What follows belongs to an exercise in optimizing a design on an open flow for small area; a production flow would make more cautious choices. In this exercise RTL edits were held to simulation tests only and were not proved equivalent to the original. No activity file was given, so power comes from the tool's default toggle rates.

### design.v
module l1_lrum
(
	input               clk,
	input               rst_n,
	input               req,
	input               idx,
	input   [3:0]       ld_val_vect,
	input   [3:0]       tag_cmp_vect,
	output              hit,
	output  [3:0]       hit_vect,
	output  [3:0]       way_vect
);
	reg        req_r;
	reg        idx_r;
	reg        bypass_r;
	reg  [3:0] bypass_used_r;
	reg  [3:0] used0_r;
	reg  [3:0] used1_r;
	wire [3:0] used;
	wire [3:0] alloc;
	wire [3:0] upd;
	wire [3:0] used_next;
	always @(posedge clk or negedge rst_n)
		if(~rst_n) req_r <= 1'b0;
		else req_r <= req;
	always @(posedge clk) idx_r <= idx;
	always @(posedge clk or negedge rst_n)
		if(~rst_n) bypass_r <= 1'b0;
		else if(req) bypass_r <= (idx == idx_r);
	always @(posedge clk or negedge rst_n)
		if(~rst_n) bypass_used_r <= 4'b0;
		else if(req_r) bypass_used_r <= used_next;
	always @(posedge clk or negedge rst_n)
		if(~rst_n) used0_r <= 4'b0;
		else if(req_r & ~idx_r) used0_r <= used_next;
	always @(posedge clk or negedge rst_n)
		if(~rst_n) used1_r <= 4'b0;
		else if(req_r & idx_r) used1_r <= used_next;
	assign used = bypass_r ? bypass_used_r : (idx_r ? used1_r : used0_r);
	assign hit_vect = ld_val_vect & tag_cmp_vect;
	assign hit      = (|hit_vect) & req_r;
	assign alloc[0] = ~used[0];
	assign alloc[1] = ~used[1] & used[0];
	assign alloc[2] = ~used[2] & (&used[1:0]);
	assign alloc[3] = ~used[3] & (&used[2:0]);
	assign way_vect  = hit ? hit_vect : alloc;
	assign upd       = used | way_vect;
	assign used_next = (&upd) ? way_vect : upd;
endmodule
module l1_mau
(
	input               clk,
	input               rst_n,
	input               l1i_req_val,
	input       [26:0]  l1i_req_line,
	output              l1i_req_ack,
	output              l1i_beat_we,
	input               l1d_req_val,
	input               l1d_req_nc,
	input               l1d_req_we,
	input       [31:0]  l1d_req_addr,
	input       [31:0]  l1d_req_wdata,
	input       [1:0]   l1d_req_sz,
	output              l1d_req_ack,
	output              l1d_ack_nc,
	output              l1d_ack_we,
	output              l1d_beat_we,
	output              l1d_beat_nc_we,
	output      [2:0]   beat_idx,
	input               wb_ack_i,
	output      [31:0]  wb_dat_o,
	output      [31:0]  wb_adr_o,
	output              wb_cyc_o,
	input               wb_stall_i,
	output      [3:0]   wb_sel_o,
	output              wb_stb_o,
	output              wb_we_o
);
	reg  [2:0]  tok_r [0:3];
	reg  [2:0]  wp_r, ip_r, ap_r;
	reg  [31:0] ws_addr_r [0:1];
	reg  [31:0] ws_data_r [0:1];
	reg  [1:0]  ws_sz_r   [0:1];
	reg  [1:0]  wsw_r, wsr_r;
	wire        ack_full, ack_empty, hdr_empty, dat_full;
	wire        req_d_val, req_i_val, w_ack, w_ack_wr, w_ack_nc;
	reg         d_req_rd_accepted_r;
	reg         i_req_rd_accepted_r;
	reg         tr_state_r;
	reg  [2:0]  tr_cnt_r;
	wire [2:0]  h_tok = tok_r[ip_r[1:0]];
	wire        h_d  = h_tok[2];
	wire        h_wr = h_tok[1];
	wire        h_nc = h_tok[0];
	wire        tr_fin;
	reg         ack_state_r;
	reg  [2:0]  ack_cnt_r;
	reg         ack_state_next;
	reg  [2:0]  ack_cnt_next;
	wire [2:0]  a_tok = tok_r[ap_r[1:0]];
	wire        a_d  = a_tok[2];
	wire        a_wr = a_tok[1];
	wire        a_nc = a_tok[0];
	wire [2:0]  ack_cnt = (a_wr | a_nc) ? 3'd0 : 3'd7;
	wire        r_ack;
	wire        req_ack;
	reg         ack_type_r, ack_wr_r, ack_nc_r;
	assign ack_full  = (wp_r[2] ^ ap_r[2]) & (wp_r[1:0] == ap_r[1:0]);
	assign ack_empty = (wp_r == ap_r);
	assign hdr_empty = (wp_r == ip_r);
	assign dat_full  = (wsw_r[1] ^ wsr_r[1]) & (wsw_r[0] == wsr_r[0]);
	assign req_d_val = l1d_req_val & (~dat_full | ~l1d_req_we) & ~d_req_rd_accepted_r & ~ack_full;
	assign req_i_val = l1i_req_val & (~l1d_req_val | d_req_rd_accepted_r) & ~i_req_rd_accepted_r & ~ack_full;
	assign w_ack    = req_d_val | req_i_val;
	assign w_ack_wr = req_d_val & l1d_req_we;
	assign w_ack_nc = req_d_val & l1d_req_nc;
	always @(posedge clk or negedge rst_n) begin
		if(~rst_n) d_req_rd_accepted_r <= 1'b0;
		else if(d_req_rd_accepted_r) d_req_rd_accepted_r <= ~(req_ack & ~ack_wr_r & ack_type_r);
		else d_req_rd_accepted_r <= req_d_val & ~l1d_req_we;
	end
	always @(posedge clk or negedge rst_n) begin
		if(~rst_n) i_req_rd_accepted_r <= 1'b0;
		else if(i_req_rd_accepted_r) i_req_rd_accepted_r <= ~(req_ack & ~ack_type_r);
		else i_req_rd_accepted_r <= req_i_val;
	end
	always @(posedge clk) if(w_ack) tok_r[wp_r[1:0]] <= {req_d_val, w_ack_wr, w_ack_nc};
	always @(posedge clk)
		if(w_ack_wr) begin
			ws_addr_r[wsw_r[0]] <= l1d_req_addr;
			ws_data_r[wsw_r[0]] <= l1d_req_wdata;
			ws_sz_r[wsw_r[0]]   <= l1d_req_sz;
		end
	always @(posedge clk or negedge rst_n) begin
		if(~rst_n) begin
			wp_r  <= 3'd0;
			ip_r  <= 3'd0;
			ap_r  <= 3'd0;
			wsw_r <= 2'd0;
			wsr_r <= 2'd0;
		end else begin
			if(w_ack)           wp_r  <= wp_r + 3'd1;
			if(tr_fin)          ip_r  <= ip_r + 3'd1;
			if(r_ack)           ap_r  <= ap_r + 3'd1;
			if(w_ack_wr)        wsw_r <= wsw_r + 2'd1;
			if(tr_fin & h_wr)   wsr_r <= wsr_r + 2'd1;
		end
	end
	assign tr_fin = tr_state_r & (tr_cnt_r == 3'd0) & ~wb_stall_i;
	always @(posedge clk or negedge rst_n) begin
		if(~rst_n) begin
			tr_state_r <= 1'b0;
			tr_cnt_r   <= 3'd0;
		end else if(~tr_state_r) begin
			if(~hdr_empty) begin
				tr_state_r <= 1'b1;
				tr_cnt_r   <= (h_nc | h_wr) ? 3'd0 : 3'd7;
			end
		end else if(~wb_stall_i) begin
			if(tr_cnt_r == 3'd0) tr_state_r <= 1'b0;
			else tr_cnt_r <= tr_cnt_r - 3'd1;
		end
	end
	wire [31:0] ws_addr = ws_addr_r[wsr_r[0]];
	wire [31:0] h_addr  = h_wr ? ws_addr : h_d ? l1d_req_addr : {l1i_req_line, 5'b0};
	wire [1:0]  ws_sz   = ws_sz_r[wsr_r[0]];
	assign wb_stb_o = tr_state_r;
	assign wb_we_o  = h_wr;
	assign wb_adr_o = (h_wr | h_nc) ? h_addr : {h_addr[31:5], ~tr_cnt_r, 2'b00};
	assign wb_sel_o = ws_sz[0] ? 4'b0001 : ws_sz[1] ? 4'b0011 : 4'b1111;
	assign wb_dat_o = ws_data_r[wsr_r[0]];
	assign wb_cyc_o = ~ack_empty;
	always @* begin
		ack_state_next = ack_state_r;
		ack_cnt_next   = ack_cnt_r;
		if(~ack_state_r | (ack_cnt_r == 3'd0)) begin
			if(wb_ack_i) begin
				ack_state_next = 1'b1;
				ack_cnt_next   = ack_cnt;
			end else begin
				ack_state_next = 1'b0;
			end
		end else if(wb_ack_i) begin
			ack_cnt_next = ack_cnt_r - 3'd1;
		end
	end
	assign r_ack   = ack_state_next & (ack_cnt_next == 3'd0);
	assign req_ack = ack_state_r & (ack_cnt_r == 3'd0);
	always @(posedge clk or negedge rst_n) begin
		if(~rst_n) begin
			ack_state_r <= 1'b0;
			ack_cnt_r   <= 3'd0;
		end else begin
			ack_state_r <= ack_state_next;
			ack_cnt_r   <= ack_cnt_next;
		end
	end
	always @(posedge clk) begin
		if(r_ack) begin
			ack_type_r <= a_d;
			ack_nc_r   <= a_nc;
			ack_wr_r   <= a_wr;
		end
	end
	assign beat_idx       = (~ack_state_r | (ack_cnt_r == 3'd0)) ? 3'd0 : (3'd0 - ack_cnt_r);
	assign l1i_beat_we    = wb_ack_i & ~a_d;
	assign l1d_beat_we    = wb_ack_i & a_d & ~a_wr & ~a_nc;
	assign l1d_beat_nc_we = wb_ack_i & a_d & ~a_wr & a_nc;
	assign l1i_req_ack = req_ack & ~ack_type_r;
	assign l1d_req_ack = w_ack_wr | (req_ack & ack_type_r & ~ack_wr_r);
	assign l1d_ack_nc  = (w_ack_wr & w_ack_nc) | ack_nc_r;
	assign l1d_ack_we  = w_ack_wr;
endmodule
module l1d_top
(
	input               clk,
	input               rst_n,
	input               core_req_val,
	input       [31:0]  core_req_addr,
	input       [2:0]   core_req_cop,
	input       [31:0]  core_req_wdata,
	input       [2:0]   core_req_size,
	output              core_req_ack,
	output reg  [31:0]  core_ack_data,
	output              mau_req_val,
	output              mau_req_nc,
	output              mau_req_we,
	output      [31:0]  mau_req_addr,
	output      [31:0]  mau_req_wdata,
	output      [1:0]   mau_req_sz,
	input               mau_req_ack,
	input               mau_ack_nc,
	input               mau_ack_we,
	input               beat_we,
	input               beat_nc_we,
	input       [2:0]   beat_idx,
	input       [31:0]  beat_data
);
	wire        s0_req_val;
	wire        s0_req_nc;
	wire        s0_req_wr;
	wire        s0_req_rd;
	reg  [3:0]  s0_word_be;
	reg         del_buf_val_r;
	reg  [29:0] del_buf_addr_r;
	reg  [31:0] del_buf_data_r;
	reg  [3:0]  del_buf_word_be_r;
	reg         del_buf_hit_r;
	reg  [3:0]  del_buf_way_vect_r;
	reg         del_buf_dm_wr_r;
	wire        del_buf_need_dm_wr;
	wire        del_buf_clean;
	wire        del_buf_addr_hit;
	wire        del_buf_be_hit;
	reg         del_buf_addr_hit_r;
	wire        del_buf_idx = del_buf_addr_r[3];
	wire [2:0]  del_buf_word = del_buf_addr_r[2:0];
	wire [31:0] del_buf_dm_combined_data;
	reg         s1_req_val_r;
	reg  [31:0] s1_req_addr_r;
	reg         s1_req_we_r;
	reg         s1_req_nc_r;
	reg  [31:0] s1_req_wdata_r;
	reg  [1:0]  s1_req_sz_r;
	wire [25:0] s1_req_tag_r  = s1_req_addr_r[31:6];
	wire        s1_req_idx_r  = s1_req_addr_r[5];
	wire [2:0]  s1_req_word_r = s1_req_addr_r[4:2];
	wire        stall;
	wire        fill_ack;
	wire        dm_blocked;
	wire        req_ack;
	wire        req_we_ack;
	wire        req_rd_ack;
	reg         mau_req_ack_r;
	reg         mau_ack_nc_r;
	reg  [31:0] nc_data_r;
	reg  [25:0] tag_r [0:7];
	reg  [7:0]  vld_r;
	wire [3:0]  tag_cmp_vect;
	wire [3:0]  ld_val_vect;
	wire        lru_req;
	reg         lru_req_r;
	wire        lru_hit;
	wire [3:0]  hit_vect;
	wire [3:0]  lru_way_vect;
	reg  [3:0]  lru_way_vect_r;
	reg  [31:0] dm_r [0:63];
	wire        dbw_we;
	wire [3:0]  dbw_way;
	wire [31:0] dm_wdata;
	wire [3:0]  rd_way;
	reg  [31:0] dm_word;
	assign s0_req_val = core_req_val & ~stall;
	assign s0_req_nc  = (core_req_cop == 3'b010) | (core_req_cop == 3'b011);
	assign s0_req_wr  = (core_req_cop == 3'b001);
	assign s0_req_rd  = (core_req_cop == 3'b000);
	always @* begin
		if     (core_req_size == 1) s0_word_be = 4'b0001 << core_req_addr[1:0];
		else if(core_req_size == 2) s0_word_be = 4'b0011 << core_req_addr[1:0];
		else                        s0_word_be = 4'b1111;
	end
	assign del_buf_need_dm_wr = s1_req_val_r & s1_req_we_r & lru_hit;
	assign fill_ack   = mau_req_ack & ~mau_ack_nc & ~mau_ack_we;
	assign dm_blocked = (s0_req_val & s0_req_rd) | fill_ack;
	assign del_buf_clean = (del_buf_dm_wr_r & ~dm_blocked) | (~del_buf_dm_wr_r & ~del_buf_need_dm_wr);
	assign del_buf_addr_hit = (del_buf_addr_r == core_req_addr[31:2]);
	assign del_buf_be_hit   = (s0_word_be == (del_buf_word_be_r & s0_word_be));
	always @(posedge clk or negedge rst_n) begin
		if(~rst_n) begin
			del_buf_val_r      <= 1'b0;
			del_buf_hit_r      <= 1'b0;
			del_buf_addr_hit_r <= 1'b0;
		end else begin
			del_buf_val_r      <= (s0_req_val & s0_req_wr) | (del_buf_val_r & ~del_buf_clean);
			del_buf_addr_hit_r <= del_buf_val_r & s0_req_val & s0_req_rd & del_buf_addr_hit;
			del_buf_hit_r      <= del_buf_val_r & s0_req_val & s0_req_rd & del_buf_addr_hit & del_buf_be_hit;
		end
	end
	always @(posedge clk) begin
		if(s0_req_val & s0_req_wr) begin
			del_buf_addr_r    <= core_req_addr[31:2];
			del_buf_word_be_r <= s0_word_be;
		end
	end
	always @(posedge clk) if(s0_req_val & s0_req_wr) del_buf_data_r <= core_req_wdata;
	always @(posedge clk or negedge rst_n) begin
		if(~rst_n) del_buf_way_vect_r <= 4'b0;
		else if(del_buf_need_dm_wr) del_buf_way_vect_r <= lru_way_vect;
	end
	always @(posedge clk or negedge rst_n) begin
		if(~rst_n) del_buf_dm_wr_r <= 1'b0;
		else del_buf_dm_wr_r <= (del_buf_need_dm_wr & dm_blocked) | (del_buf_dm_wr_r & ~del_buf_clean);
	end
	assign lru_req = s0_req_val & ~s0_req_nc;
	always @(posedge clk or negedge rst_n) begin
		if(~rst_n) lru_req_r <= 1'b0;
		else lru_req_r <= lru_req;
	end
	always @(posedge clk) if(lru_req_r) lru_way_vect_r <= lru_way_vect;
	l1_lrum lrum
	(
		.clk          (clk),
		.rst_n        (rst_n),
		.req          (lru_req),
		.idx          (core_req_addr[5]),
		.ld_val_vect  (ld_val_vect),
		.tag_cmp_vect (tag_cmp_vect),
		.hit          (lru_hit),
		.hit_vect     (hit_vect),
		.way_vect     (lru_way_vect)
	);
	always @(posedge clk, negedge rst_n) begin
		if(~rst_n) s1_req_val_r <= 1'b0;
		else if(~stall) s1_req_val_r <= s0_req_val;
		else s1_req_val_r <= ~mau_req_ack;
	end
	always @(posedge clk) if(~stall) s1_req_we_r   <= (core_req_cop == 3'b011) | (core_req_cop == 3'b001);
	always @(posedge clk) if(~stall) s1_req_nc_r   <= s0_req_nc;
	always @(posedge clk) if(~stall) s1_req_addr_r <= core_req_addr;
	always @(posedge clk) if(~stall) s1_req_wdata_r <= core_req_wdata;
	always @(posedge clk) if(~stall) s1_req_sz_r    <= {core_req_size == 2, core_req_size == 1};
	assign stall = (s1_req_we_r) ? (s1_req_val_r & ~mau_req_ack) :
	                               (s1_req_val_r & ~(lru_hit | del_buf_hit_r));
	assign mau_req_val   = s1_req_val_r & (s1_req_nc_r | s1_req_we_r | ~(lru_hit | del_buf_hit_r));
	assign mau_req_nc    = s1_req_nc_r;
	assign mau_req_we    = s1_req_we_r;
	assign mau_req_addr  = (s1_req_we_r | s1_req_nc_r) ? s1_req_addr_r : {s1_req_tag_r, s1_req_idx_r, 5'b0};
	assign mau_req_wdata = s1_req_wdata_r;
	assign mau_req_sz    = s1_req_sz_r;
	always @(posedge clk or negedge rst_n)
		if(~rst_n) mau_req_ack_r <= 1'b0;
		else mau_req_ack_r <= mau_req_ack & ~mau_ack_we;
	always @(posedge clk) mau_ack_nc_r <= mau_ack_nc;
	always @(posedge clk) if(beat_nc_we) nc_data_r <= beat_data;
	assign req_ack    = req_rd_ack | req_we_ack | mau_req_ack_r;
	assign req_rd_ack = ~s1_req_we_r & (lru_hit | del_buf_hit_r);
	assign req_we_ack = s1_req_val_r & s1_req_we_r & ~stall;
	assign dbw_we  = ~(s0_req_val & s0_req_rd) & ~fill_ack &
	                 ((del_buf_val_r & del_buf_need_dm_wr) | del_buf_dm_wr_r);
	assign dbw_way = (del_buf_val_r & del_buf_need_dm_wr) ? lru_way_vect : del_buf_way_vect_r;
	assign dm_wdata = beat_we ? beat_data : del_buf_data_r;
	genvar w, k, b;
	generate
		for(w = 0; w < 4; w = w + 1) begin : g_way
			assign tag_cmp_vect[w] = (tag_r[{s1_req_idx_r, w[1:0]}] == s1_req_tag_r);
			assign ld_val_vect[w]  = vld_r[{s1_req_idx_r, w[1:0]}];
		end
		for(k = 0; k < 8; k = k + 1) begin : g_tag
			always @(posedge clk)
				if(fill_ack & lru_way_vect_r[k%4] & (s1_req_idx_r == k/4))
					tag_r[k] <= s1_req_tag_r;
			always @(posedge clk or negedge rst_n)
				if(~rst_n) vld_r[k] <= 1'b0;
				else if(fill_ack & lru_way_vect_r[k%4] & (s1_req_idx_r == k/4))
					vld_r[k] <= 1'b1;
		end
		for(k = 0; k < 64; k = k + 1) begin : g_dm
			wire fill_we = beat_we & lru_way_vect_r[(k/8)%4] & (s1_req_idx_r == k/32) & (beat_idx == k%8);
			wire dbw_hit = dbw_we & dbw_way[(k/8)%4] & (del_buf_idx == k/32) & (del_buf_word == k%8);
			for(b = 0; b < 4; b = b + 1) begin : g_byte
				always @(posedge clk)
					if(fill_we | dbw_hit & del_buf_word_be_r[b])
						dm_r[k][b*8+:8] <= dm_wdata[b*8+:8];
			end
		end
	endgenerate
	assign rd_way = lru_hit ? hit_vect : lru_way_vect_r;
	integer i;
	always @* begin
		dm_word = 32'b0;
		for(i = 0; i < 4; i = i + 1)
			if(rd_way[i]) dm_word = dm_word | dm_r[{s1_req_idx_r, i[1:0], s1_req_word_r}];
	end
	genvar bb;
	generate
		for(bb = 0; bb < 4; bb = bb + 1) begin : g_comb
			assign del_buf_dm_combined_data[bb*8+:8] =
				del_buf_word_be_r[bb] ? del_buf_data_r[bb*8+:8] : dm_word[bb*8+:8];
		end
	endgenerate
	assign core_req_ack = req_ack;
	always @* begin
		if(del_buf_hit_r) core_ack_data = del_buf_data_r;
		else if(del_buf_addr_hit_r) core_ack_data = del_buf_dm_combined_data;
		else if(mau_req_ack_r & mau_ack_nc_r) core_ack_data = nc_data_r;
		else core_ack_data = dm_word;
	end
endmodule
module l1i_top
(
	input               clk,
	input               rst_n,
	input               core_req_val,
	input       [31:0]  core_req_addr,
	output              core_req_ack,
	output      [31:0]  core_ack_data,
	output              mau_req_val,
	output      [26:0]  mau_req_line,
	input               mau_req_ack,
	input               beat_we,
	input       [2:0]   beat_idx,
	input       [31:0]  beat_data
);
	reg         rdy1_r, rdy2_r, rdy3_r;
	wire        req_val;
	reg  [29:0] req_addr_r;
	reg         req_val_r;
	wire [25:0] req_tag_r  = req_addr_r[29:4];
	wire        req_idx_r  = req_addr_r[3];
	wire [2:0]  req_word_r = req_addr_r[2:0];
	wire        req_ack;
	reg         mau_req_was_send_r;
	reg         mau_req_ack_r;
	reg  [25:0] tag_r [0:7];
	reg  [7:0]  vld_r;
	wire [3:0]  tag_cmp_vect;
	wire [3:0]  ld_val_vect;
	wire        lru_hit;
	wire [3:0]  hit_vect;
	wire [3:0]  lru_way_vect;
	reg  [3:0]  lru_way_vect_r;
	reg  [31:0] dm_r [0:63];
	wire [3:0]  rd_way;
	always @(posedge clk or negedge rst_n)
		if(~rst_n) begin
			rdy1_r <= 1'b0;
			rdy2_r <= 1'b0;
			rdy3_r <= 1'b0;
		end else begin
			rdy1_r <= 1'b1;
			rdy2_r <= rdy1_r;
			rdy3_r <= rdy2_r;
		end
	assign req_val = rdy2_r & core_req_val & (req_ack | ~rdy3_r);
	always @(posedge clk) if(req_val) req_addr_r <= core_req_addr[31:2];
	always @(posedge clk or negedge rst_n)
		if(~rst_n) req_val_r <= 1'b0;
		else req_val_r <= req_val;
	assign req_ack = mau_req_ack_r | lru_hit;
	always @(posedge clk) if(req_val_r) lru_way_vect_r <= lru_way_vect;
	l1_lrum lrum
	(
		.clk          (clk),
		.rst_n        (rst_n),
		.req          (req_val),
		.idx          (core_req_addr[5]),
		.ld_val_vect  (ld_val_vect),
		.tag_cmp_vect (tag_cmp_vect),
		.hit          (lru_hit),
		.hit_vect     (hit_vect),
		.way_vect     (lru_way_vect)
	);
	always @(posedge clk or negedge rst_n) begin
		if(~rst_n) mau_req_was_send_r <= 1'b0;
		else if(mau_req_was_send_r) mau_req_was_send_r <= ~mau_req_ack;
		else mau_req_was_send_r <= mau_req_val;
	end
	assign mau_req_val  = (req_val_r & ~lru_hit) | mau_req_was_send_r;
	assign mau_req_line = {req_tag_r, req_idx_r};
	always @(posedge clk or negedge rst_n)
		if(~rst_n) mau_req_ack_r <= 1'b0;
		else mau_req_ack_r <= mau_req_ack;
	genvar w, k;
	generate
		for(w = 0; w < 4; w = w + 1) begin : g_way
			assign tag_cmp_vect[w] = (tag_r[{req_idx_r, w[1:0]}] == req_tag_r);
			assign ld_val_vect[w]  = vld_r[{req_idx_r, w[1:0]}];
		end
		for(k = 0; k < 8; k = k + 1) begin : g_tag
			always @(posedge clk)
				if(mau_req_ack & lru_way_vect_r[k%4] & (req_idx_r == k/4))
					tag_r[k] <= req_tag_r;
			always @(posedge clk or negedge rst_n)
				if(~rst_n) vld_r[k] <= 1'b0;
				else if(mau_req_ack & lru_way_vect_r[k%4] & (req_idx_r == k/4))
					vld_r[k] <= 1'b1;
		end
		for(k = 0; k < 64; k = k + 1) begin : g_dm
			always @(posedge clk)
				if(beat_we & lru_way_vect_r[(k/8)%4] & (req_idx_r == k/32) & (beat_idx == k%8))
					dm_r[k] <= beat_data;
		end
	endgenerate
	assign rd_way = req_val_r ? hit_vect : lru_way_vect_r;
	reg [31:0] rd_data;
	integer i;
	always @* begin
		rd_data = 32'b0;
		for(i = 0; i < 4; i = i + 1)
			if(rd_way[i]) rd_data = rd_data | dm_r[{req_idx_r, i[1:0], req_word_r}];
	end
	assign core_req_ack  = req_ack;
	assign core_ack_data = rd_data;
endmodule
module selen_l1_cache
(
	input                           clk,
	input                           rst_n,
	input                           l1i_req_val,
	input   [32-1:0]  l1i_req_addr,
	output                          l1i_req_ack,
	output  [32-1:0]  l1i_ack_data,
	input                           l1d_req_val,
	input   [32-1:0]  l1d_req_addr,
	input   [3-1:0]   l1d_req_cop,
	input   [32-1:0]  l1d_req_wdata,
	input   [3-1:0]  l1d_req_size,
	output                          l1d_req_ack,
	output  [32-1:0]  l1d_ack_data,
	input   [32-1:0]  wb_dat_i,
	output  [32-1:0]  wb_dat_o,
	input                           wb_ack_i,
	output  [32-1:0]  wb_adr_o,
	output                          wb_cyc_o,
	input                           wb_stall_i,
	output  [(32 / 8)-1:0]    wb_sel_o,
	output                          wb_stb_o,
	output                          wb_we_o
);
	wire        i_mau_req_val;
	wire [26:0] i_mau_req_line;
	wire        i_mau_req_ack;
	wire        i_beat_we;
	wire        d_mau_req_val;
	wire        d_mau_req_nc;
	wire        d_mau_req_we;
	wire [31:0] d_mau_req_addr;
	wire [31:0] d_mau_req_wdata;
	wire [1:0]  d_mau_req_sz;
	wire        d_mau_req_ack;
	wire        d_mau_ack_nc;
	wire        d_mau_ack_we;
	wire        d_beat_we;
	wire        d_beat_nc_we;
	wire [2:0]  beat_idx;
	l1i_top l1i
	(
		.clk           (clk),
		.rst_n         (rst_n),
		.core_req_val  (l1i_req_val),
		.core_req_addr (l1i_req_addr),
		.core_req_ack  (l1i_req_ack),
		.core_ack_data (l1i_ack_data),
		.mau_req_val   (i_mau_req_val),
		.mau_req_line  (i_mau_req_line),
		.mau_req_ack   (i_mau_req_ack),
		.beat_we       (i_beat_we),
		.beat_idx      (beat_idx),
		.beat_data     (wb_dat_i)
	);
	l1d_top l1d
	(
		.clk            (clk),
		.rst_n          (rst_n),
		.core_req_val   (l1d_req_val),
		.core_req_addr  (l1d_req_addr),
		.core_req_cop   (l1d_req_cop),
		.core_req_wdata (l1d_req_wdata),
		.core_req_size  (l1d_req_size),
		.core_req_ack   (l1d_req_ack),
		.core_ack_data  (l1d_ack_data),
		.mau_req_val    (d_mau_req_val),
		.mau_req_nc     (d_mau_req_nc),
		.mau_req_we     (d_mau_req_we),
		.mau_req_addr   (d_mau_req_addr),
		.mau_req_wdata  (d_mau_req_wdata),
		.mau_req_sz     (d_mau_req_sz),
		.mau_req_ack    (d_mau_req_ack),
		.mau_ack_nc     (d_mau_ack_nc),
		.mau_ack_we     (d_mau_ack_we),
		.beat_we        (d_beat_we),
		.beat_nc_we     (d_beat_nc_we),
		.beat_idx       (beat_idx),
		.beat_data      (wb_dat_i)
	);
	l1_mau mau
	(
		.clk            (clk),
		.rst_n          (rst_n),
		.l1i_req_val    (i_mau_req_val),
		.l1i_req_line   (i_mau_req_line),
		.l1i_req_ack    (i_mau_req_ack),
		.l1i_beat_we    (i_beat_we),
		.l1d_req_val    (d_mau_req_val),
		.l1d_req_nc     (d_mau_req_nc),
		.l1d_req_we     (d_mau_req_we),
		.l1d_req_addr   (d_mau_req_addr),
		.l1d_req_wdata  (d_mau_req_wdata),
		.l1d_req_sz     (d_mau_req_sz),
		.l1d_req_ack    (d_mau_req_ack),
		.l1d_ack_nc     (d_mau_ack_nc),
		.l1d_ack_we     (d_mau_ack_we),
		.l1d_beat_we    (d_beat_we),
		.l1d_beat_nc_we (d_beat_nc_we),
		.beat_idx       (beat_idx),
		.wb_ack_i       (wb_ack_i),
		.wb_dat_o       (wb_dat_o),
		.wb_adr_o       (wb_adr_o),
		.wb_cyc_o       (wb_cyc_o),
		.wb_stall_i     (wb_stall_i),
		.wb_sel_o       (wb_sel_o),
		.wb_stb_o       (wb_stb_o),
		.wb_we_o        (wb_we_o)
	);
endmodule
### run.sh
#!/bin/bash
# synth_recipe.tcl (not shown) runs the flow's synth.tcl, then flattens the netlist and writes it again
# the make line also repeats each setting of config.mk as NAME=value (left out here)
make -C /OpenROAD-flow-scripts/flow DESIGN_CONFIG=/design/flow/config.mk WORK_HOME=/design/flow/orfs CLKGATE_MAP_FILE= SYNTH_SCRIPT=/design/flow/synth_recipe.tcl finish
### config.mk
export PLATFORM = sky130hd
export DESIGN_NAME = selen_l1_cache
export DESIGN_NICKNAME = selen_l1_cache
export VERILOG_FILES = /design/flow/design.v
export SDC_FILE = /design/flow/constraint.sdc
export NUM_CORES = 8
export LEC_CHECK = 0
export CAP_MARGIN = 0
export CORE_MARGIN = 2
export CORE_UTILIZATION = 70
export CTS_CLUSTER_DIAMETER = 100
export CTS_CLUSTER_SIZE = 30
export PLACE_DENSITY = 0.75
export SLEW_MARGIN = 0
### constraint.sdc
create_clock -name core_clock -period 12.0 [get_ports {clk}]
set_input_delay 2.4000 -clock core_clock [delete_from_list [all_inputs] [get_ports {clk}]]
set_output_delay 2.4000 -clock core_clock [all_outputs]
set_load 0.01 [all_outputs]
==> results by group, run 1 <==
Synth
  • Post-synthesis cell type count: 90
  • Largest area contributor in the netlist: edfxtp_1
  • Seq cells post-synth: 4948
  • Prevailing post-synth register cell: edfxtp_1
  • Post-synthesis sequential area ratio: 0.793
  • Synthesized area: 187000 sq um
  • Count leader, synth: edfxtp_1
  • Top cells by count, synth: edfxtp_1 (4863), a22oi_1 (1064), clkbuf_1 (471)
  • Top cells by area, synth: edfxtp_1 (78%), a22oi_1 (4.3%), a22o_1 (1.6%), a221oi_1 (1.6%), mux2i_1 (1.5%)
  • Cell count after synthesis: 10800
  • Avg Inst Size Synth: 17.4 sq um
  • Number of flops mapped to enable cells by yosys: 4863
  • Synth warnings: 8
  • Async SR Flop Fraction: 0.0166
  • Top cell type's share of synthesized area: 0.782

Power
  • Sequential fraction of design power: 0.532
  • Internal power: 26.3 mW
  • Pwr dens: ~190 nW/um^2
  • Post-route total power: 38.9 mW
  • Peak supply drop: 0.202 mV
  • Comb power frac: 0.265
  • Clk pwr share: 0.203
  • Switching Share: 0.323
  • Pleak: roughly 63 nW
  • Net Sw Power: 12.6 mW

Clock network
  • Cts hold-fix bufs: 0
  • Clock transition at the registers of the reported paths: 0.11 ns
  • Num CTS Buffers: 192
  • CTS tree: built
  • H-tree depth: 4
  • Clock sinks: 4948
  • Clock buffer depth: 4
  • Clock latency on the worst-skew pair: 0.94 ns
  • Resize count post-CTS: 0
  • Clk root buf: clkbuf_16
  • Post-CTS setup buffers: 0

Worst setup path
  • Top delay family on crit path: compound AO/OA/AOI/OAI gates
  • CP bufs+invs: 3
  • Critical Path AT: between 8 and 9 ns
  • Worst setup SP type: flip-flop
  • Critical Path Sink Type: output pin
  • CP cell instances: buf_12, mux2i_1, xnor2_1, nor4_1, nand4_1, o22a_1, a31oi_4, buf_4, nor2_1, o41ai_1, nand2_1, clkdlybuf4s50_1
  • WP data required: 9.60 ns
  • CP max-delay cell: edfxtp_1
  • Setup CP Type: flip-flop to output pin
  • Crit-path max FO: 55
  • CP peak stage delay: approximately 1.1 ns

Global route
  • Gr ovfl total: 0
  • Total GRT Usage: 0.434
  • First-pass GRT wire length: 814000 um
  • Initial antenna violation count: 53
  • Vias in the first global route: 107000
  • Largest net degree at the start of global routing: 104

Detailed routing
  • Top layer reached by signal wires: met5
  • Routed WL: between 500000 and 600000 um
  • Total number of vias: between 100k and 150k
  • DR WL/cell: approximately 40 um
  • DR vias/cell: between 7 and 8
  • Iter 0 DRT Violations: 20300
  • DRC violations left: 0
  • DR WL met2: 264000 um
  • Final ANT Viol Nets: 0
  • Metal3 WL: 88200 um
  • M1 WL: around 190000 um
  • First-pass iteration count of the detailed router: 9

Finish
  • Final nets: 11200
  • Final non-filler cell total: 14700
  • Layout Utilization: 0.760
  • Area Overhead vs Synth: 8.03%
  • Share of cells above drive strength 1: 0.104

Floorplan
  • # rows: 189
  • Core ar.: 265000 sq um
  • I/O pin cnt: 277
  • Starting Density: 0.704
  • Area of the die: about 270000 sq um
  • Die Ht: 521 um
  • Die Wd: 521 um

Place
  • Port Buffers: 273
  • Placed Instances: 14400
  • Post-detail-place hpwl: 349000 um
  • Gpl congestion: 1.01

STA
  • Clock skew: between 0.06 and 0.07 ns
  • Max frequency: about 94 MHz
  • Unrepaired setup endpoints after global routing: no
  • Final setup fails: 0
  • Fin. Hold Viols: 0
  • Relative slew slack: 0.0639
  • Min Hold Slack: around 0.38 ns
  • Total Neg Setup Slack: 0 ns
  • Minimum clock period: 10.64 ns
  • Count of final max-slew check failures: 0
  • Tcrit/Tclk final: 0.886
  • Worst Tran Pin Value: 1.40 ns

Status
  • Run status: timing/DRC/antenna clean

Flow run
  • Max Cap Violations: 0

Min path
  • Hold crit path type: flip-flop to flip-flop
-- cells in the final DEF, fill, tap and decap left out, types with 27 or more instances in the layout --
cell and instances:
mux2i_1 284, a31oi_1 53, a222oi_1 46, diode_2 48
a22o_1 335, clkbuf_16 194, nor3_1 46, a211oi_1 37
o21ai_0 346, nor2_4 75, nand2_1 273, o21a_1 31
nand2b_1 35, buf_2 32, a21oi_1 266, nand4_1 194
mux2_2 99, a221oi_1 331, buf_4 566, dfrtp_1 81
xnor2_1 218, o31ai_1 27, a22oi_1 1064, xor2_1 36
inv_1 41, clkbuf_1 39, or3_1 34, or2_2 54
nor2_1 196, nand3_1 238, nor4_1 68, o22ai_1 203
and3_1 54, nor2b_1 48, clkdlybuf4s50_1 240, edfxtp_1 4863
-- worst paths after layout --
kind                                        endpoint  slack, ns  cells after the start                  from
max                                 l1d_ack_data[15]       1.36                     12  l1d.s1_req_addr_r[5]
min                                       l1i.rdy2_r       0.38                      0            l1i.rdy1_r
max reg2reg                         l1d.dm_r[20][13]       5.49                     12  l1d.s1_req_addr_r[5]
min reg2reg                               l1i.rdy2_r       0.38                      0            l1i.rdy1_r
max in group asynchronous               mau.wsr_r[0]       9.34                      2                 rst_n
min in group asynchronous  l1d.del_buf_way_vect_r[2]       1.43                      1                 rst_n
-- flip-flops by register name (all words and copies together), names as in the netlist, 8 cells and up --
signal,count
l1d.dm_r,2048
l1d.tag_r,208
l1d.s1_req_wdata_r,32
l1i.vld_r,8
l1d.s1_req_addr_r,32
l1i.req_addr_r,30
l1i.tag_r,208
mau.tok_r,12
l1d.del_buf_data_r,32
mau.ws_data_r,64
l1d.del_buf_addr_r,30
l1i.dm_r,2048
mau.ws_addr_r,64
l1d.nc_data_r,32
l1d.vld_r,8
-- logic make-up (layout without fill, tap and decap cells) --
logic type / count (synthesis) / in the layout / synth area share
muxes: 395 / 395 / 0.0226
other: 1 / 50 / 0.0000201
DFF: 4948 / 4948 / 0.793
buffers and inverters: 757 / 1145 / 0.0168
AOI/OAI and AO/OA: 2949 / 2949 / 0.115
adders and majority gates: 14 / 14 / 0.000938
and+or+nand+nor: 1437 / 1437 / 0.0398
xor gates and xnor gates: 254 / 254 / 0.0119
-- worst register-to-register path: cells and delay by family (launching register included) --
| family | cells | cell delay [ns] |
|---|---|---|
| AO/OA/AOI/OAI | 4 | 2.41 |
| AND/OR/NAND/NOR | 3 | 1.28 |
| flip-flops | 1 | 1.11 |
| buffers and inverters | 3 | 1.03 |
| multiplexers | 1 | 0.33 |
| XOR/XNOR | 1 | 0.08 |
-- routing by layer --
| metal | up-vias | global-route usage |
|---|---|---|
| li1 | 44600 | - |
| met4 | 30 | 0.284 |
| met2 | 10200 | 0.651 |
| met1 | 56000 | 0.566 |
| met3 | 2091 | 0.121 |
| met5 | - | 0.00351 |
-- power groups by stage --
stage               sequential, mW  combinational (mW)  clock, mW
floorplan                     20.9                4.91          0
global placement              21.0                9.63          0
detailed placement            21.1                9.79          0
CTS                           20.7                9.83       7.84
global route                  20.7                10.4       8.35
finish                        20.7                10.3       7.89
-- final cells by class --
| class | instances | area, sq um |
|---|---|---|
| multi-input cells | 5051 | 36500 |
| flip-flops and latches | 4948 | 148000 |
| clock inverters | 11 | 153 |
| repair buffers | 859 | 7230 |
| fillers | 15100 | 63600 |
| diodes | 48 | 120 |
| inverters | 42 | 158 |
| well taps | 3533 | 4420 |
| clock buffers | 233 | 5000 |
-- stage by stage --
| stage | area (sq um) | setup WS (ns) |
|---|---|---|
| after CTS | 202000 | 1.92 |
| after floorplan | 187000 | 3.70 |
| after detailed placement | 196000 | 2.91 |
| after global routing | 202000 | 1.49 |
| after global placement | 196000 | 2.87 |
| final | 202000 | 1.36 |
==> inputs of run 2 (changes only) <==
--- a/config.mk
+++ b/config.mk
@@ -6,9 +6,9 @@
 export NUM_CORES = 8
 export LEC_CHECK = 0
-export CAP_MARGIN = 0
+export CAP_MARGIN = 20
 export CORE_MARGIN = 2
 export CORE_UTILIZATION = 70
-export CTS_CLUSTER_DIAMETER = 100
-export CTS_CLUSTER_SIZE = 30
+export CTS_CLUSTER_DIAMETER = 120
+export CTS_CLUSTER_SIZE = 24
 export PLACE_DENSITY = 0.75
-export SLEW_MARGIN = 0
+export SLEW_MARGIN = 20
==> run 2 against run 1 <==
  * Worst setup slack improved by 0.43 ns
  * Synthesized area unchanged
  * Power increased by 2.0%
  * Via count increased by 0.56%
  * Critical endpoint unchanged
  * Highest routed layer unchanged
==> results by group, run 2 <==
Global route
  • Initial antenna violation count: 48
  • Gr ovfl total: 0
  • Largest net degree at the start of global routing: 104
  • First-pass GRT wire length: 820000 um
  • Total GRT Usage: 0.438
  • Vias in the first global route: ~110k

Synth
  • Post-synthesis cell type count: 90
  • Largest family of logic cells by synthesized area: compound AO/OA/AOI/OAI gates
  • Top cell type's share of synthesized area: 0.782
  • Synth warnings: 8
  • Post-Synth Adder-Cell Area: 0.000938
  • Avg Inst Size Synth: 17.4 sq um
  • Count leader, synth: edfxtp_1
  • Top cells by area, synth: edfxtp_1 (78%), a22oi_1 (4.3%), a22o_1 (1.6%), a221oi_1 (1.6%), mux2i_1 (1.5%)
  • Mux contribution to synthesized area: 0.0226
  • Synth Area in Compound Gates: 0.115
  • Top cells by count, synth: edfxtp_1 (4863), a22oi_1 (1064), clkbuf_1 (471)
  • Post-synthesis sequential area ratio: 0.793
  • Post-synthesis xor/xnor area fraction: 0.0119
  • Largest area contributor in the netlist: edfxtp_1
  • Synthesized area: 187000 sq um
  • Post-Synth Simple-Gate Area: 0.0398
  • Async SR Flop Fraction: 0.0166
  • Number of flops mapped to enable cells by yosys: 4863
  • Seq cells post-synth: approximately 4900
  • Prevailing post-synth register cell: edfxtp_1
  • Cell count after synthesis: 10800

Finish
  • Most frequent cells in the layout: edfxtp_1 (4863), a22oi_1 (1064), buf_4 (566)
  • Commonest non-fill, non-tap cell in the layout: edfxtp_1
  • Biggest regs: l1d.dm_r x2048, l1i.dm_r x2048
  • Area Overhead vs Synth: 8.68%
  • Share of cells above drive strength 1: 0.108
  • Final nets: between 10000 and 15000
  • Final instance area: 203000 sq um

Clock network
  • Resize count post-CTS: 0
  • CTS tree: built
  • Num CTS Buffers: approximately 230
  • Clock transition at the registers of the reported paths: 0.09 ns
  • Cts hold-fix bufs: 0
  • Clock sinks: 4948
  • H-tree depth: 4
  • Clock latency on the worst-skew pair: 0.97 ns
  • Post-CTS setup buffers: 0
  • Clock buffer depth: 4
  • Clk root buf: clkbuf_16

Worst setup path
  • Worst Reg-to-Reg Cells: 12
  • Worst setup SP type: flip-flop
  • WP data required: 9.60 ns
  • Critical Path Start: l1d.s1_req_addr_r[5]
  • Reg2reg start: l1d.s1_req_addr_r[5]
  • Reg2reg setup slack: 5.89 ns
  • Crit-path max FO: 55
  • Critical Path Sink Type: output pin
  • Reg2reg end: l1d.dm_r[9][5]
  • Critical Path AT: 7.80 ns
  • Setup CP Type: flip-flop to output pin

Detailed routing
  • Iter 0 DRT Violations: between 20000 and 25000
  • Routed WL: 594000 um
  • DR WL/cell: about 40 um
  • Final ANT Viol Nets: 0
  • First-pass iteration count of the detailed router: 9
  • Total number of vias: 114000
  • DRC violations left: 0
  • DR vias/cell: between 7 and 8

Floorplan
  • Core ar.: around 270000 sq um
  • Die Ht: 521 um
  • Area of the die: around 270000 sq um
  • # rows: 189
  • Die Wd: ~520 um
  • Starting Density: 0.704
  • I/O pin cnt: between 200 and 300

Status
  • Run status: timing/DRC/antenna clean

Power
  • Pleak: 63.3 nW
  • Internal power: 26.9 mW
  • Comb power frac: 0.262
  • Clk pwr share: 0.217
  • Switching Share: 0.322
  • Net Sw Power: 12.7 mW
  • Peak supply drop: about 0.2 mV
  • Pwr dens: 195 nW/um^2
  • Sequential fraction of design power: 0.521

STA
  • Total Neg Setup Slack: 0 ns
  • Fin. Hold Viols: 0
  • Count of final max-slew check failures: 0
  • Minimum clock period: 10.20 ns
  • Unrepaired setup endpoints after global routing: no
  • Worst Tran Pin Value: 1.27 ns
  • Final setup fails: 0
  • Relative slew slack: 0.148
  • Tcrit/Tclk final: 0.850
  • Clock skew: 0.0621 ns
  • Max frequency: 98.0 MHz

Place
  • Port Buffers: 273
  • Gpl congestion: 1.01
  • Post-detail-place hpwl: 349000 um
  • Area after DPL: 196000 sq um

Flow run
  • Max Cap Violations: 0

Min path
  • Worst hold path depth: 0
  • Hold wc startpoint: l1i.rdy1_r
  • Hold endpoint: l1i.rdy2_r
  • Hold crit path type: flip-flop to flip-flop
==> run 2: metal layers <==
metal,GRT usage,part of all wire
met1,0.569,0.32
met2,0.656,0.45
met3,0.125,0.15
met4,0.285,0.084
met5,0.00140,0.00047
==> run 2: power groups by stage <==
stage	Sequential [mW]	Clock (mW)	Combinational (mW)
after floorplan	20.9	0	4.91
after global placement	21.0	0	9.63
after detailed placement	21.1	0	9.79
after CTS	20.7	8.55	9.84
after global routing	20.7	9.09	10.5
final	20.7	8.59	10.4
==> run 2: logic make-up (layout without fill, tap and decap cells) <==
| kind of cell | count (synthesis) | in the layout |
|---|---|---|
| simple gates | 1437 | 1437 |
| fa+ha+maj | 14 | 14 |
| compound gates | 2949 | 2949 |
| flops | 4948 | 4948 |
| mux | 395 | 395 |
| other cells | 1 | 40 |
| buf+inv | 757 | 1197 |
| xor+xnor | 254 | 254 |
==> run 2: critical path, stage by stage, from the launching register on <==
cell	delay, ns
edfxtp_1	0.59
buf_12	0.38
mux2i_1	0.28
xnor2_1	0.11
nor4_1	0.86
nand4_1	0.34
o22a_1	0.50
a31oi_4	0.86
buf_4	0.66
nor2_1	0.14
o41ai_1	0.97
nand2_1	0.48
clkdlybuf4s50_1	0.60
==> run 2: worst max-delay path by stage <==
| stage | to | slack [ns] | cells after the start |
|---|---|---|---|
| after floorplan | l1d.del_buf_addr_r[0] | 3.70 | 3 |
| after global placement | l1d_ack_data[8] | 2.87 | 12 |
| after detailed placement | l1d_ack_data[9] | 2.92 | 12 |
| after CTS | l1d_ack_data[9] | 1.85 | 12 |
| after global routing | l1d_ack_data[15] | 2.00 | 12 |
| final | l1d_ack_data[15] | 1.80 | 12 |
==> run 2: layout make-up <==
| class | count | area, sq um |
|---|---|---|
| fillers | 15000 | 62400 |
| multi-input cells | 5051 | 36700 |
| inverters | 42 | 158 |
| well taps | 3533 | 4420 |
| clock inverters | 4 | 75.1 |
| clock buffers | 287 | 6100 |
| flip-flops and latches | 4948 | 148000 |
| repair buffers | 864 | 7320 |
| diodes | 38 | 95.1 |
==> run 2: stage by stage <==
stage	power (mW)	setup slack [ns]	instances	utilization	hold slack, ns
floorplan	25.8	3.70	10800	-	0.331
global placement	30.6	2.87	14400	0.741	0.333
detailed placement	30.9	2.92	14400	0.741	0.361
CTS	39.1	1.85	14700	0.764	0.373
global route	40.3	2.00	14700	0.765	0.373
finish	39.6	1.80	14800	0.765	0.370
==> inputs of run 3 (changes only) <==
--- a/config.mk
+++ b/config.mk
@@ -8,7 +8,5 @@
 export CAP_MARGIN = 20
 export CORE_MARGIN = 2
-export CORE_UTILIZATION = 70
-export CTS_CLUSTER_DIAMETER = 120
-export CTS_CLUSTER_SIZE = 24
-export PLACE_DENSITY = 0.75
+export CORE_UTILIZATION = 55
+export PLACE_DENSITY = 0.65
 export SLEW_MARGIN = 20
==> run 3 against run 2 <==
  * Critical path type unchanged
  * Still clean
  * Register-to-register slack improved by 0.03 ns
  * Global-route usage shrank 8.7 points
  * First-iteration DRC count fell by 11%
  * Synthesized area stayed put
  * Largest cell class unchanged
  * Highest routed layer unchanged
  * Critical path depth did not move
==> results by group, run 3 <==
Global route
  • Vias in the first global route: 108000
  • Initial antenna violation count: 41
  • Largest net degree at the start of global routing: approximately 120
  • Gr ovfl total: 0
  • Total GRT Usage: 0.351
  • First-pass GRT wire length: 848000 um

STA
  • Worst Tran Pin Value: 1.26 ns
  • Relative slew slack: 0.153
  • Unrepaired setup endpoints after global routing: no
  • Total Neg Setup Slack: 0 ns
  • Max frequency: 101 MHz
  • Minimum clock period: 9.93 ns
  • Final setup fails: 0
  • Count of final max-slew check failures: 0
  • Fin. Hold Viols: 0
  • Clock skew: 0.0533 ns
  • Tcrit/Tclk final: 0.827

Synth
  • Post-synthesis cell type count: 90
  • Top cells by area, synth: edfxtp_1 (78%), a22oi_1 (4.3%), a22o_1 (1.6%), a221oi_1 (1.6%), mux2i_1 (1.5%)
  • Count leader, synth: edfxtp_1
  • Prevailing post-synth register cell: edfxtp_1
  • Synthesized area: 187000 sq um
  • Seq cells post-synth: 4948
  • Synth warnings: 8
  • Largest area contributor in the netlist: edfxtp_1
  • Top cell type's share of synthesized area: 0.782
  • Top cells by count, synth: edfxtp_1 (4863), a22oi_1 (1064), clkbuf_1 (471)
  • Avg Inst Size Synth: 17.4 sq um
  • Post-synthesis sequential area ratio: 0.793
  • Cell count after synthesis: 10800
  • Async SR Flop Fraction: 0.0166
  • Number of flops mapped to enable cells by yosys: 4863

Floorplan
  • Area of the die: 344000 sq um
  • Die Ht: 587 um
  • Die Wd: 587 um
  • Core ar.: 337000 sq um
  • I/O pin cnt: 277
  • # rows: 213
  • Starting Density: 0.554

Detailed routing
  • DR WL/cell: 37.6 um
  • DRC violations left: 0
  • Final ANT Viol Nets: 0
  • DR vias/cell: 6.95
  • First-pass iteration count of the detailed router: 6
  • Iter 0 DRT Violations: 18000
  • Routed WL: 615000 um
  • Total number of vias: 114000

Worst setup path
  • Worst setup SP type: flip-flop
  • Crit-path max FO: 117
  • WP data required: 9.60 ns
  • Reg2reg start: l1d.s1_req_addr_r[5]
  • Critical Path Start: l1d.s1_req_addr_r[5]
  • Setup CP Type: flip-flop to output pin
  • Critical Path AT: 7.53 ns
  • Critical Path Sink Type: output pin

Clock network
  • Clock latency on the worst-skew pair: 1.02 ns
  • Num CTS Buffers: 481
  • Clock transition at the registers of the reported paths: 0.06 ns
  • Post-CTS setup buffers: 0
  • Clock sinks: 4948
  • Cts hold-fix bufs: 0
  • CTS tree: built
  • Resize count post-CTS: 0
  • Clk root buf: clkbuf_16
  • Clock buffer depth: 4
  • H-tree depth: 5

Finish
  • Final instance area: 213000 sq um
  • Most frequent cells in the layout: edfxtp_1 (4863), a22oi_1 (1064), buf_4 (543)
  • Commonest non-fill, non-tap cell in the layout: edfxtp_1
  • Final nets: 11500
  • Biggest regs: l1d.dm_r x2048, l1i.dm_r x2048
  • Area Overhead vs Synth: 14.2%
  • Share of cells above drive strength 1: 0.137

Power
  • Net Sw Power: 14.3 mW
  • Clk pwr share: 0.320
  • Peak supply drop: 0.323 mV
  • Sequential fraction of design power: 0.452
  • Comb power frac: 0.228
  • Post-route total power: 45.9 mW
  • Pwr dens: 215 nW/um^2
  • Internal power: around 32 mW
  • Pleak: 67.6 nW
  • Switching Share: 0.311

Min path
  • Hold wc startpoint: l1i.rdy1_r
  • Hold crit path type: flip-flop to flip-flop

Place
  • Area after DPL: 198000 sq um
  • Port Buffers: 273
  • Post-detail-place hpwl: 359000 um
  • Gpl congestion: 0.998

Status
  • Run status: timing/DRC/antenna clean

Flow run
  • Max Cap Violations: 0
[run 3: cell counts after synthesis]
Identical to the previous run, type by type.
[run 3: final cells by class]
type / instances / area, sq um
antenna: 54 / 135
multi-input combinational: 5051 / 36700
sequential: 4948 / 148000
inverter: 42 / 158
timing repair buffer: 846 / 7270
tap: 4515 / 5650
clock buffer: 617 / 12700
fill: 23600 / 124000
clock inverter: 276 / 2480
[run 3: final timing paths]
path | cells past startpoint | slack, ns | endpoint
setup / recovery | 12 | 2.07 | l1d_ack_data[14]
hold / removal | 0 | 0.35 | l1i.rdy2_r
setup reg to reg | 10 | 5.92 | l1d.dm_r[45][3]
hold reg to reg | 0 | 0.35 | l1i.rdy2_r
max in group asynchronous | 3 | 9.74 | mau.wsr_r[0]
min in group asynchronous | 1 | 1.28 | l1d.del_buf_addr_hit_r
[run 3: cells by family (layout without fill, tap and decap cells)]
| group | count (synthesis) | count (layout) | synth area share |
|---|---|---|---|
| flip-flops | 4948 | 4948 | 0.793 |
| AO/OA/AOI/OAI | 2949 | 2949 | 0.115 |
| AND/OR/NAND/NOR | 1437 | 1437 | 0.0398 |
| buffers and inverters | 757 | 1781 | 0.0168 |
| multiplexers | 395 | 395 | 0.0226 |
| XOR/XNOR | 254 | 254 | 0.0119 |
| adder cells (fa/ha/maj) | 14 | 14 | 0.000938 |
| other | 1 | 56 | 0.0000201 |
[run 3: power groups by stage]
stage / combinational [mW] / sequential, mW / clock [mW]
2_1_floorplan: 4.91 / 20.9 / 0
3_3_place_gp: 9.94 / 21.1 / 0
3_5_place_dp: 10.0 / 21.1 / 0
4_1_cts: 10.1 / 20.8 / 14.8
5_1_grt: 10.6 / 20.8 / 15.4
6_report: 10.5 / 20.8 / 14.7
[run 3: stage by stage]
step                      setup WS (ns)  hold WS (ns)  std cells  utilization
after floorplan                    3.70         0.331      10800            -
after global placement             3.38         0.333      15400        0.586
after detailed placement           3.30         0.350      15400        0.586
after CTS                          2.21         0.365      16300        0.631
after global routing               1.99         0.379      16300        0.632
final                              2.07         0.346      16300        0.632
[run 3: critical path, stage by stage, from the launching register on]
cell and delay, ns:
edfxtp_1 0.37, buf_12 0.61, mux2i_1 0.29, xor2_1 0.22, nor4b_1 0.32, nand4_1 0.32
or2_2 0.56, a31oi_4 0.49, buf_4 0.44, o22ai_1 0.32, a211oi_1 1.05, o21ai_0 0.69
clkdlybuf4s50_1 0.65
[run 3: metal layers]
layer  global-route usage  wire, um
met2                0.544    282000
met1                0.458    216000
met5              0.00291       231
met3               0.0827     76100
met4                0.198     40700
==> inputs of run 4 (changes only) <==
--- a/design.v
+++ b/design.v
@@ -66,7 +66,8 @@
 	output              l1d_ack_we,
 	output              l1d_beat_we,
-	output              l1d_beat_nc_we,
 	output      [2:0]   beat_idx,
+	output      [31:0]  nc_data,
 	input               wb_ack_i,
+	input       [31:0]  wb_dat_i,
 	output      [31:0]  wb_dat_o,
 	output      [31:0]  wb_adr_o,
@@ -104,4 +105,5 @@
 	wire [2:0]  ack_cnt = (a_wr | a_nc) ? 3'd0 : 3'd7;
 	wire        r_ack;
+	wire        l1d_beat_nc_we;
 	wire        req_ack;
 	reg         ack_type_r, ack_wr_r, ack_nc_r;
@@ -129,7 +131,9 @@
 		if(w_ack_wr) begin
 			ws_addr_r[wsw_r[0]] <= l1d_req_addr;
-			ws_data_r[wsw_r[0]] <= l1d_req_wdata;
 			ws_sz_r[wsw_r[0]]   <= l1d_req_sz;
 		end
+	always @(posedge clk)
+		if(w_ack_wr | l1d_beat_nc_we)
+			ws_data_r[wsw_r[0]] <= w_ack_wr ? l1d_req_wdata : wb_dat_i;
 	always @(posedge clk or negedge rst_n) begin
 		if(~rst_n) begin
@@ -170,4 +174,5 @@
 	assign wb_sel_o = ws_sz[0] ? 4'b0001 : ws_sz[1] ? 4'b0011 : 4'b1111;
 	assign wb_dat_o = ws_data_r[wsr_r[0]];
+	assign nc_data  = wb_dat_o;
 	assign wb_cyc_o = ~ack_empty;
 	always @* begin
@@ -233,5 +238,5 @@
 	input               mau_ack_we,
 	input               beat_we,
-	input               beat_nc_we,
+	input       [31:0]  nc_data,
 	input       [2:0]   beat_idx,
 	input       [31:0]  beat_data
@@ -274,5 +279,4 @@
 	reg         mau_req_ack_r;
 	reg         mau_ack_nc_r;
-	reg  [31:0] nc_data_r;
 	reg  [25:0] tag_r [0:7];
 	reg  [7:0]  vld_r;
@@ -372,5 +376,4 @@
 		else mau_req_ack_r <= mau_req_ack & ~mau_ack_we;
 	always @(posedge clk) mau_ack_nc_r <= mau_ack_nc;
-	always @(posedge clk) if(beat_nc_we) nc_data_r <= beat_data;
 	assign req_ack    = req_rd_ack | req_we_ack | mau_req_ack_r;
 	assign req_rd_ack = ~s1_req_we_r & (lru_hit | del_buf_hit_r);
@@ -423,5 +426,5 @@
 		if(del_buf_hit_r) core_ack_data = del_buf_data_r;
 		else if(del_buf_addr_hit_r) core_ack_data = del_buf_dm_combined_data;
-		else if(mau_req_ack_r & mau_ack_nc_r) core_ack_data = nc_data_r;
+		else if(mau_req_ack_r & mau_ack_nc_r) core_ack_data = nc_data;
 		else core_ack_data = dm_word;
 	end
@@ -439,5 +442,4 @@
 	input               mau_req_ack,
 	input               beat_we,
-	input       [2:0]   beat_idx,
 	input       [31:0]  beat_data
 );
@@ -517,16 +519,29 @@
 		end
 		for(k = 0; k < 64; k = k + 1) begin : g_dm
+			wire [31:0] shift_in;
+			if(k%8 == 7) begin : g_top
+				assign shift_in = beat_data;
+			end else begin : g_mid
+				assign shift_in = dm_r[k+1];
+			end
 			always @(posedge clk)
-				if(beat_we & lru_way_vect_r[(k/8)%4] & (req_idx_r == k/32) & (beat_idx == k%8))
-					dm_r[k] <= beat_data;
+				if(beat_we & lru_way_vect_r[(k/8)%4] & (req_idx_r == k/32))
+					dm_r[k] <= shift_in;
 		end
 	endgenerate
 	assign rd_way = req_val_r ? hit_vect : lru_way_vect_r;
-	reg [31:0] rd_data;
+	wire [63:0] rd_sel;
+	reg  [31:0] rd_data;
+	genvar q;
+	generate
+		for(q = 0; q < 64; q = q + 1) begin : g_sel
+			assign rd_sel[q] = rd_way[(q/8)%4] & (req_idx_r == q/32) & (req_word_r == q%8);
+		end
+	endgenerate
 	integer i;
 	always @* begin
 		rd_data = 32'b0;
-		for(i = 0; i < 4; i = i + 1)
-			if(rd_way[i]) rd_data = rd_data | dm_r[{req_idx_r, i[1:0], req_word_r}];
+		for(i = 0; i < 64; i = i + 1)
+			rd_data = rd_data | ({32{rd_sel[i]}} & dm_r[i]);
 	end
 	assign core_req_ack  = req_ack;
@@ -572,5 +587,5 @@
 	wire        d_mau_ack_we;
 	wire        d_beat_we;
-	wire        d_beat_nc_we;
+	wire [31:0] nc_data;
 	wire [2:0]  beat_idx;
 	l1i_top l1i
@@ -586,5 +601,4 @@
 		.mau_req_ack   (i_mau_req_ack),
 		.beat_we       (i_beat_we),
-		.beat_idx      (beat_idx),
 		.beat_data     (wb_dat_i)
 	);
@@ -610,5 +624,5 @@
 		.mau_ack_we     (d_mau_ack_we),
 		.beat_we        (d_beat_we),
-		.beat_nc_we     (d_beat_nc_we),
+		.nc_data        (nc_data),
 		.beat_idx       (beat_idx),
 		.beat_data      (wb_dat_i)
@@ -632,7 +646,8 @@
 		.l1d_ack_we     (d_mau_ack_we),
 		.l1d_beat_we    (d_beat_we),
-		.l1d_beat_nc_we (d_beat_nc_we),
 		.beat_idx       (beat_idx),
+		.nc_data        (nc_data),
 		.wb_ack_i       (wb_ack_i),
+		.wb_dat_i       (wb_dat_i),
 		.wb_dat_o       (wb_dat_o),
 		.wb_adr_o       (wb_adr_o),
--- a/config.mk
+++ b/config.mk
@@ -8,5 +8,7 @@
 export CAP_MARGIN = 20
 export CORE_MARGIN = 2
-export CORE_UTILIZATION = 55
-export PLACE_DENSITY = 0.65
+export CORE_UTILIZATION = 80
+export CTS_CLUSTER_DIAMETER = 120
+export CTS_CLUSTER_SIZE = 24
+export PLACE_DENSITY = 0.85
 export SLEW_MARGIN = 20
==> run 4 against run 3 <==
  * Sequential share of layout area increased by 2.5 points
  * Critical endpoint is now l1i_ack_data[22]
  * Clock power decreased by 42%
  * Critical path depth increased by 1
  * Clock skew decreased by 0.0037 ns
  * First-iteration DRC count increased by 45%
  * Worst setup slack got worse by 0.089 ns
==> results by group, run 4 <==
Status
  • Run status: timing/DRC/antenna clean

Clock network
  • Clk root buf: clkbuf_16
  • Clock latency on the worst-skew pair: 0.94 ns
  • H-tree depth: 4
  • Post-CTS setup buffers: 0
  • CTS tree: built
  • Cts hold-fix bufs: 0
  • Num CTS Buffers: around 220
  • Resize count post-CTS: 0
  • Clock sinks: roughly 4900
  • Clock transition at the registers of the reported paths: around 0.090 ns
  • Clock buffer depth: 3

Floorplan
  • Area of the die: 238000 sq um
  • Die Wd: between 400 and 500 um
  • Core ar.: 233000 sq um
  • I/O pin cnt: 277
  • Die Ht: 488 um
  • Starting Density: 0.805
  • # rows: 177

Synth
  • Top cells by count, synth: edfxtp_1 (4831), a22oi_1 (1005), clkbuf_1 (553)
  • Count leader, synth: edfxtp_1
  • Prevailing post-synth register cell: edfxtp_1
  • Largest area contributor in the netlist: edfxtp_1
  • Synth warnings: 8
  • Number of flops mapped to enable cells by yosys: 4831
  • Cell count after synthesis: 10900
  • Post-synthesis cell type count: 104
  • Async SR Flop Fraction: 0.0167
  • Synthesized area: 188000 sq um
  • Avg Inst Size Synth: 17.3 sq um
  • Seq cells post-synth: 4916
  • Top cells by area, synth: edfxtp_1 (77%), a22oi_1 (4.0%), mux2i_1 (1.5%), a22o_1 (1.4%), a221oi_1 (1.3%)
  • Post-synthesis sequential area ratio: 0.784
  • Top cell type's share of synthesized area: 0.773

Worst setup path
  • Worst setup SP type: flip-flop
  • Reg2reg end: l1d.dm_r[34][17]
  • Critical Path Sink Type: output pin
  • WP data required: between 9 and 10 ns
  • Crit-path max FO: 89
  • Worst Reg-to-Reg Cells: 11
  • Reg2reg setup slack: 5.41 ns
  • Reg2reg start: l1d.s1_req_addr_r[5]
  • Setup CP Type: flip-flop to output pin
  • Critical Path AT: between 7 and 8 ns

Detailed routing
  • Routed WL: 608000 um
  • Total number of vias: 121000
  • DR WL/cell: 42.4 um
  • DRC violations left: 0
  • DR vias/cell: 8.47
  • Iter 0 DRT Violations: between 20000 and 30000
  • Final ANT Viol Nets: 0
  • First-pass iteration count of the detailed router: 11

Finish
  • Register area: ~150000 sq um
  • Biggest regs: l1d.dm_r x2048, l1i.dm_r x2048
  • Fillcell total: 8798
  • Most frequent cells in the layout: edfxtp_1 (4831), a22oi_1 (1005), buf_4 (489)
  • Final nets: 11200
  • Layout Utilization: 0.878
  • Share of cells above drive strength 1: 0.114
  • Area Overhead vs Synth: 8.95%
  • Area of the multi-input gates: 40300 sq um
  • Commonest non-fill, non-tap cell in the layout: edfxtp_1

Global route
  • Initial antenna violation count: 48
  • Total GRT Usage: 0.510
  • Largest net degree at the start of global routing: 157
  • First-pass GRT wire length: 845000 um
  • Gr ovfl total: 0
  • Vias in the first global route: 118000

STA
  • Unrepaired setup endpoints after global routing: no
  • Final setup fails: 0
  • Minimum clock period: about 10 ns
  • Relative slew slack: 0.0617
  • Count of final max-slew check failures: 0
  • Min Hold Slack: 0.357 ns
  • Max frequency: 99.8 MHz
  • Fin. Hold Viols: 0
  • Worst Tran Pin Value: 1.41 ns
  • Tcrit/Tclk final: 0.835
  • Clock skew: 0.0496 ns
  • Total Neg Setup Slack: 0 ns

Min path
  • Hold crit path type: flip-flop to flip-flop
  • Hold endpoint: l1i.rdy2_r
  • Hold wc startpoint: l1i.rdy1_r
  • Worst hold path depth: 0

Power
  • Peak supply drop: 0.268 mV
  • Pleak: 66.0 nW
  • Pwr dens: between 150 and 200 nW/um^2

Place
  • Port Buffers: 273
  • Gpl congestion: approximately 1
  • Post-detail-place hpwl: 357000 um

Flow run
  • Max Cap Violations: 0
-- run 4: changes by cell type after synthesis, sizes merged, moves of 32 or more --
| cell | change |
|---|---|
| a221oi | -50 |
| a222oi | +49 |
| a22o | -42 |
| a22oi | -60 |
| and2 | +35 |
| and3 | +45 |
| clkbuf | +62 |
| edfxtp | -32 |
| nand2 | +124 |
| nor2 | -94 |
| o21ai | -259 |
| o22ai | -40 |
| o41ai | +242 |
| or2 | -36 |
-- run 4: critical path: stages, from the launching register on --
cell and delay [ns]:
edfxtp_1 0.37, buf_4 0.53, buf_4 0.69, mux2i_1 0.33, xnor2_1 0.10, nor4_1 0.67
nand4_1 0.38, o31ai_4 0.37, buf_12 0.47, and2_1 1.08, a2111oi_0 0.27, and4b_1 0.26
nand4_1 0.30, clkdlybuf4s50_1 0.63
-- run 4: layer usage --
metal | GRT usage | wire length [um] | vias to the layer above
li1 | - | - | 45300
met1 | 0.626 | 170000 | 57400
met2 | 0.717 | 255000 | 14700
met3 | 0.201 | 114000 | 3920
met4 | 0.432 | 68000 | 37
met5 | 0.00408 | 560 | -
-- run 4: layout make-up --
cell class                      count  share of cell area
Antenna cell                       53            0.000649
Clock buffer                      283              0.0289
Clock inverter                      7            0.000300
Inverter                           45            0.000832
Multi-Input combinational cell   5124               0.197
Sequential cell                  4916               0.720
Tap cell                         3132              0.0192
Timing Repair Buffer              782              0.0332
-- run 4: logic make-up (layout without fill, tap and decap cells) --
logic type      Yosys count  after routing  share of synthesized area
flops                  4916           4916                      0.784
compound gates         2918           2918                      0.119
simple gates           1545           1545                     0.0431
buf+inv                 830           1117                     0.0182
mux                     391            391                     0.0221
xor+xnor                254            254                     0.0119
fa+ha+maj                14             14                   0.000933
other cells               1             55                  0.0000200
-- run 4: power breakdown --
group	switching, mW	internal (mW)	leakage (nW)
clock network	5.01	3.45	2.91
registers	0.729	20.4	44.7
logic	6.03	2.72	18.4
-- run 4: how the worst max path moves through the flow --
stage / start / endpoint / cells past startpoint
2_1_floorplan: wb_ack_i / l1i.dm_r[0][0] / 3
3_3_place_gp: l1i.req_addr_r[3] / l1i_ack_data[22] / 13
3_5_place_dp: l1i.req_addr_r[3] / l1i_ack_data[22] / 13
4_1_cts: l1i.req_addr_r[3] / l1i_ack_data[22] / 13
5_1_grt: l1i.req_addr_r[3] / l1i_ack_data[22] / 13
6_report: l1i.req_addr_r[3] / l1i_ack_data[22] / 13
-- run 4: through the flow --
stage / power, mW / cells / worst slack [ns] / area (sq um)
after floorplan: 25.8 / 10900 / 2.57 / 188000
after global placement: 29.2 / 14000 / 3.52 / 198000
after detailed placement: 29.6 / 14000 / 3.32 / 198000
after CTS: 37.7 / 14300 / 2.38 / 204000
after global routing: 38.9 / 14300 / 2.07 / 204000
final: 38.4 / 14300 / 1.98 / 204000

re-timing with driven ports:
The flow's constraints put no driver on any port. The routed layouts listed below were extracted and timed again, unchanged, in two steps. Step 1, drivers: a clkbuf_16 drives clk and a buf_2 each remaining input, both assumed. Step 2 times the ports against the registers' clock, not the clock port: input delays grow and output delays shrink by t, the midpoint of the rising clock arrivals with the driver on. Three values: no drivers, after step 1, after step 2; two values: the first two.
run | t, ns | slack for setup (ns) | worst setup path at the end | worst register clock-pin slew, ns
run 1 | 1.013 | 1.364 / 1.259 / 2.272 | register to output | 0.12 / 0.12
run 2 | 1.050 | 1.795 / 1.688 / 2.738 | register to output | 0.11 / 0.11
run 3 | 1.103 | 2.072 / 1.961 / 3.064 | register to output | 0.07 / 0.07
run 4 | 1.028 | 1.983 / 1.871 / 2.899 | register to output | 0.10 / 0.10
After both steps setup and hold are still met in every run listed.
